Context: an optimization exercise on an open-source flow, tuned for small area and a short achievable clock period. The choices shown serve that exercise and are no tape-out recipe. Where RTL was checked, it was by simulation tests only, not by an equivalence proof against the original. Power is estimated from default activity; no workload was simulated.

Design multiplier, start of the top module:
module multiplier (
    output Ready,
    output Valid,
    output [31:0] R,
    input [15:0] X,
    input [15:0] Y,
    input Clk,
    input Rst
);
==> module multiplier, before the edit <==
module multiplier (
    output Ready,
    output Valid,
    output [31:0] R,
    input [15:0] X,
    input [15:0] Y,
    input Clk,
    input Rst
);
    reg [3:0] cnt;
    always @(posedge Clk or negedge Rst) begin
        if (!Rst)
            cnt <= 4'd8;
        else if (cnt == 4'd0)
            cnt <= 4'd8;
        else
            cnt <= cnt - 4'd1;
    end
    reg ready_r;
    reg [3:0] vq_n;
    always @(posedge Clk) begin
        ready_r <= (cnt == 4'd8);
        vq_n[0] <= (cnt != 4'd0);
        vq_n[1] <= cnt[3] ? (cnt[2:0] != 3'd2) : (cnt[2:0] != 3'd0);
        vq_n[2] <= cnt[3] ? (cnt[2:0] != 3'd3) : (cnt[2:0] != 3'd0);
        vq_n[3] <= cnt[3] ? (cnt[2:0] != 3'd4) : (cnt[2:0] != 3'd0);
    end
    wire first = ready_r;
    genvar i;
    reg [15:0] xr;
    always @(posedge Clk)
        xr <= X;
    wire t0 = Y[1] & Y[0];
    reg [1:0] tsel;
    always @(*) begin
        case (cnt[2:0])
            3'd7: tsel = Y[3:2];
            3'd6: tsel = Y[5:4];
            3'd5: tsel = Y[7:6];
            3'd4: tsel = Y[9:8];
            3'd3: tsel = Y[11:10];
            3'd2: tsel = Y[13:12];
            default: tsel = Y[15:14];
        endcase
    end
    reg one_r, two_r, neg_r;
    wire [2:0] trip = {tsel, first ? t0 : neg_r};
    always @(posedge Clk) begin
        one_r <= trip[1] ^ trip[0];
        two_r <= (trip[2] & ~trip[1] & ~trip[0]) | (~trip[2] & trip[1] & trip[0]);
        neg_r <= trip[2];
    end
    wire sel1 = first & Y[0] & ~Y[1];
    wire sel2 = first & Y[1] & ~Y[0];
    wire seln = first & t0;
    wire [16:0] p0 = ({17{sel1}} & {X[15], X}) | ({17{sel2}} & {X, 1'b0}) | ({17{seln}} & ~{X[15], X});
    wire [1:0] low0 = {p0[1] ^ (seln & p0[0]), p0[0] ^ seln};
    wire cy0 = seln & ~X[1] & ~X[0];
    wire [16:0] pp = (({17{one_r}} & {xr[15], xr}) | ({17{two_r}} & {xr, 1'b0})) ^ {17{neg_r}};
    reg [15:0] acc_n;
    reg [15:0] lo_n;
    reg pend;                       
    wire [15:0] acc = ~acc_n;
    wire [15:0] q1, q2, q3, q4;     
    generate for (i = 0; i < 16; i = i + 1) begin : g_pa
        assign q1[i] = (i % 2 == 1) ? acc[i] & acc[i-1] : acc[i];
        assign q2[i] = (i % 4 >= 2) ? q1[i] & q1[(i/4)*4+1] : q1[i];
        assign q3[i] = (i % 8 >= 4) ? q2[i] & q2[(i/8)*8+3] : q2[i];
        assign q4[i] = (i >= 8) ? q3[i] & q3[7] : q3[i];
    end endgenerate
    wire [15:0] ic = {q4[14:0] & {15{pend}}, pend};
    wire [15:0] a = acc ^ ic;
    wire [17:0] ea = {a[15], a[15], a};
    wire [17:0] eb = {pp[16], pp};
    wire [17:0] g0 = ea & eb;
    wire [17:0] p = ea ^ eb;
    wire [17:0] g = {g0[17:1], g0[0] | (p[0] & neg_r)};
    wire [8:0] g2, p2;
    generate for (i = 0; i < 9; i = i + 1) begin : l1
        assign g2[i] = g[2*i+1] | (p[2*i+1] & g[2*i]);
        assign p2[i] = p[2*i+1] & p[2*i];
    end endgenerate
    wire [3:0] g4, p4;
    generate for (i = 0; i < 4; i = i + 1) begin : l2
        assign g4[i] = g2[2*i+1] | (p2[2*i+1] & g2[2*i]);
        assign p4[i] = p2[2*i+1] & p2[2*i];
    end endgenerate
    wire [1:0] g8, p8;
    generate for (i = 0; i < 2; i = i + 1) begin : l3
        assign g8[i] = g4[2*i+1] | (p4[2*i+1] & g4[2*i]);
        assign p8[i] = p4[2*i+1] & p4[2*i];
    end endgenerate
    wire g16 = g8[1] | (p8[1] & g8[0]);
    wire [17:0] C;
    assign C[0] = g[0];
    assign C[1] = g2[0];
    assign C[2] = g[2] | (p[2] & C[1]);
    assign C[3] = g4[0];
    assign C[4] = g[4] | (p[4] & C[3]);
    assign C[5] = g2[2] | (p2[2] & C[3]);
    assign C[6] = g[6] | (p[6] & C[5]);
    assign C[7] = g8[0];
    assign C[8] = g[8] | (p[8] & C[7]);
    assign C[9] = g2[4] | (p2[4] & C[7]);
    assign C[10] = g[10] | (p[10] & C[9]);
    assign C[11] = g4[2] | (p4[2] & C[7]);
    assign C[12] = g[12] | (p[12] & C[11]);
    assign C[13] = g2[6] | (p2[6] & C[11]);
    assign C[14] = g[14] | (p[14] & C[13]);
    assign C[15] = g16;
    assign C[16] = g[16] | (p[16] & C[15]);
    assign C[17] = g2[8] | (p2[8] & C[15]);
    wire [17:0] s = p ^ {C[16:0], neg_r};
    wire [17:0] nxt = ({18{~first}} & s) | {p0[16], p0};
    wire [1:0] nlo = ({2{~first}} & s[1:0]) | low0;
    always @(posedge Clk) begin
        acc_n <= ~nxt[17:2];
        lo_n <= {~nlo, lo_n[15:2]};
        pend <= cy0;
    end
    assign Ready = ready_r;
    assign Valid = ~vq_n[0];
    assign R = ~({{8{vq_n[3]}}, {8{vq_n[2]}}, {8{vq_n[1]}}, {8{vq_n[0]}}} | {acc_n, lo_n});
endmodule
export LEC_CHECK = 0
export CAP_MARGIN = 20
export CORE_MARGIN = 2
export CORE_UTILIZATION = 40
export SLEW_MARGIN = 20
create_clock -name core_clock -period 13.0 [get_ports {Clk}]
standard.sh (not shown) runs the stock make flow with config.mk's settings and CLKGATE_MAP_FILE= SYNTH_SCRIPT=/design/flow/synth_recipe.tcl, a recipe that flattens the netlist after the stock synthesis.
==> flow/flow/run.sh <==
#!/bin/bash
# The standard layout (standard.sh), with these settings changed:
# - the port buffers are plain buf_1 cells instead of the default delay buffer,
# - full-adder cells join the platform's don't-use list (half adders stay), so
#   the synthesis builds sums and carries from plain gates,
# - the resizer's timing repair aims for 9.25 ns of setup slack (the SDC and the
#   clock period are unchanged),
# - the clock tree is built from clkbuf_4 cells.
# Every tool's output goes to standard.log in this folder.
set -o pipefail
export BUFFER_PORTS_ARGS="-buffer_cell sky130_fd_sc_hd__buf_1"
export SETUP_SLACK_MARGIN=9.25
DU="sky130_fd_sc_hd__probe_p_8 sky130_fd_sc_hd__probec_p_8 sky130_fd_sc_hd__lpflow_bleeder_1 sky130_fd_sc_hd__lpflow_clkbufkapwr_1 sky130_fd_sc_hd__lpflow_clkbufkapwr_16 sky130_fd_sc_hd__lpflow_clkbufkapwr_2 sky130_fd_sc_hd__lpflow_clkbufkapwr_4 sky130_fd_sc_hd__lpflow_clkbufkapwr_8 sky130_fd_sc_hd__lpflow_clkinvkapwr_1 sky130_fd_sc_hd__lpflow_clkinvkapwr_16 sky130_fd_sc_hd__lpflow_clkinvkapwr_2 sky130_fd_sc_hd__lpflow_clkinvkapwr_4 sky130_fd_sc_hd__lpflow_clkinvkapwr_8 sky130_fd_sc_hd__lpflow_decapkapwr_12 sky130_fd_sc_hd__lpflow_decapkapwr_3 sky130_fd_sc_hd__lpflow_decapkapwr_4 sky130_fd_sc_hd__lpflow_decapkapwr_6 sky130_fd_sc_hd__lpflow_decapkapwr_8 sky130_fd_sc_hd__lpflow_inputiso0n_1 sky130_fd_sc_hd__lpflow_inputiso0p_1 sky130_fd_sc_hd__lpflow_inputiso1n_1 sky130_fd_sc_hd__lpflow_inputiso1p_1 sky130_fd_sc_hd__lpflow_inputisolatch_1 sky130_fd_sc_hd__lpflow_isobufsrc_1 sky130_fd_sc_hd__lpflow_isobufsrc_16 sky130_fd_sc_hd__lpflow_isobufsrc_2 sky130_fd_sc_hd__lpflow_isobufsrc_4 sky130_fd_sc_hd__lpflow_isobufsrc_8 sky130_fd_sc_hd__lpflow_isobufsrckapwr_16 sky130_fd_sc_hd__lpflow_lsbuf_lh_hl_isowell_tap_1 sky130_fd_sc_hd__lpflow_lsbuf_lh_hl_isowell_tap_2 sky130_fd_sc_hd__lpflow_lsbuf_lh_hl_isowell_tap_4 sky130_fd_sc_hd__lpflow_lsbuf_lh_isowell_4 sky130_fd_sc_hd__lpflow_lsbuf_lh_isowell_tap_1 sky130_fd_sc_hd__lpflow_lsbuf_lh_isowell_tap_2 sky130_fd_sc_hd__lpflow_lsbuf_lh_isowell_tap_4 sky130_fd_sc_hd__fa_1 sky130_fd_sc_hd__fa_2 sky130_fd_sc_hd__fa_4"
bash standard.sh "DONT_USE_CELLS=$DU" CTS_BUF_LIST=sky130_fd_sc_hd__clkbuf_4 finish > standard.log 2>&1
==> next run, changes <==
--- a/flow/design.v
+++ b/flow/design.v
@@ -14,20 +14,22 @@
         else if (cnt == 4'd0)
             cnt <= 4'd8;
         else
             cnt <= cnt - 4'd1;
     end
-    reg ready_r;
+    reg ready_r, first_r, valid_n;
     reg [3:0] vq_n;
     always @(posedge Clk) begin
         ready_r <= (cnt == 4'd8);
-        vq_n[0] <= (cnt != 4'd0);
+        first_r <= cnt[3] & (cnt[2:0] != 3'd1);   
+        valid_n <= (cnt != 4'd0);
+        vq_n[0] <= cnt[3] ? (cnt[2:0] != 3'd1) : (cnt[2:0] != 3'd0);
         vq_n[1] <= cnt[3] ? (cnt[2:0] != 3'd2) : (cnt[2:0] != 3'd0);
         vq_n[2] <= cnt[3] ? (cnt[2:0] != 3'd3) : (cnt[2:0] != 3'd0);
         vq_n[3] <= cnt[3] ? (cnt[2:0] != 3'd4) : (cnt[2:0] != 3'd0);
     end
-    wire first = ready_r;
+    wire first = first_r;
     genvar i;
     reg [15:0] xr;
     always @(posedge Clk)
         xr <= X;
     wire t0 = Y[1] & Y[0];
@@ -48,16 +50,15 @@
     always @(posedge Clk) begin
         one_r <= trip[1] ^ trip[0];
         two_r <= (trip[2] & ~trip[1] & ~trip[0]) | (~trip[2] & trip[1] & trip[0]);
         neg_r <= trip[2];
     end
-    wire sel1 = first & Y[0] & ~Y[1];
-    wire sel2 = first & Y[1] & ~Y[0];
-    wire seln = first & t0;
-    wire [16:0] p0 = ({17{sel1}} & {X[15], X}) | ({17{sel2}} & {X, 1'b0}) | ({17{seln}} & ~{X[15], X});
-    wire [1:0] low0 = {p0[1] ^ (seln & p0[0]), p0[0] ^ seln};
-    wire cy0 = seln & ~X[1] & ~X[0];
+    wire sel1 = Y[0] & ~Y[1];
+    wire sel2 = Y[1] & ~Y[0];
+    wire [16:0] p0 = ({17{sel1}} & {X[15], X}) | ({17{sel2}} & {X, 1'b0}) | ({17{t0}} & ~{X[15], X});
+    wire [1:0] low0 = {p0[1] ^ (t0 & p0[0]), p0[0] ^ t0};
+    wire cy0 = t0 & ~X[1] & ~X[0];
     wire [16:0] pp = (({17{one_r}} & {xr[15], xr}) | ({17{two_r}} & {xr, 1'b0})) ^ {17{neg_r}};
     reg [15:0] acc_n;
     reg [15:0] lo_n;
     reg pend;                       
     wire [15:0] acc = ~acc_n;
@@ -109,16 +110,20 @@
     assign C[14] = g[14] | (p[14] & C[13]);
     assign C[15] = g16;
     assign C[16] = g[16] | (p[16] & C[15]);
     assign C[17] = g2[8] | (p2[8] & C[15]);
     wire [17:0] s = p ^ {C[16:0], neg_r};
-    wire [17:0] nxt = ({18{~first}} & s) | {p0[16], p0};
-    wire [1:0] nlo = ({2{~first}} & s[1:0]) | low0;
     always @(posedge Clk) begin
-        acc_n <= ~nxt[17:2];
-        lo_n <= {~nlo, lo_n[15:2]};
-        pend <= cy0;
+        if (first) begin
+            acc_n <= ~{p0[16], p0[16:2]};
+            lo_n <= {~low0, lo_n[15:2]};
+            pend <= cy0;
+        end else begin
+            acc_n <= ~s[17:2];
+            lo_n <= {~s[1:0], lo_n[15:2]};
+            pend <= 1'b0;
+        end
     end
     assign Ready = ready_r;
-    assign Valid = ~vq_n[0];
+    assign Valid = ~valid_n;
     assign R = ~({{8{vq_n[3]}}, {8{vq_n[2]}}, {8{vq_n[1]}}, {8{vq_n[0]}}} | {acc_n, lo_n});
 endmodule
Effect: The changed run produced a clean layout; clock-buffer cell count does not change; core utilization came out lower by 1.6 points; global-route usage falls by 1.5 points; hold slack improved by 0.0079 ns; final area rose slightly; total power stays flat.
No functional check of the RTL was part of the first run of this note.

## separate check: timing with driven ports
The flow's constraints put no driver on any port. The routed layouts listed below were extracted and timed again, unchanged, in two steps. Step 1, drivers: a clkbuf_16 drives Clk and a buf_2 each remaining input, both assumed. Step 2 also shifts input and output timing later by t, the mid clock arrival at the registers, as if the neighbouring blocks saw the same clock. a / b / c = no drivers / after step 1 / after step 2; a / b = the first two.
run	t (ns)	setup WS [ns]	worst slew at a driven data input, ns
the first run	0.424	9.290 / 9.284 / 8.859	0.04
the second run	0.440	9.333 / 9.313 / 8.999	0.04
After both steps setup and hold are still met in every run listed. The setup slack of the first run, which loses most, moves by -0.006 ns with the drivers and by -0.431 ns with both steps.
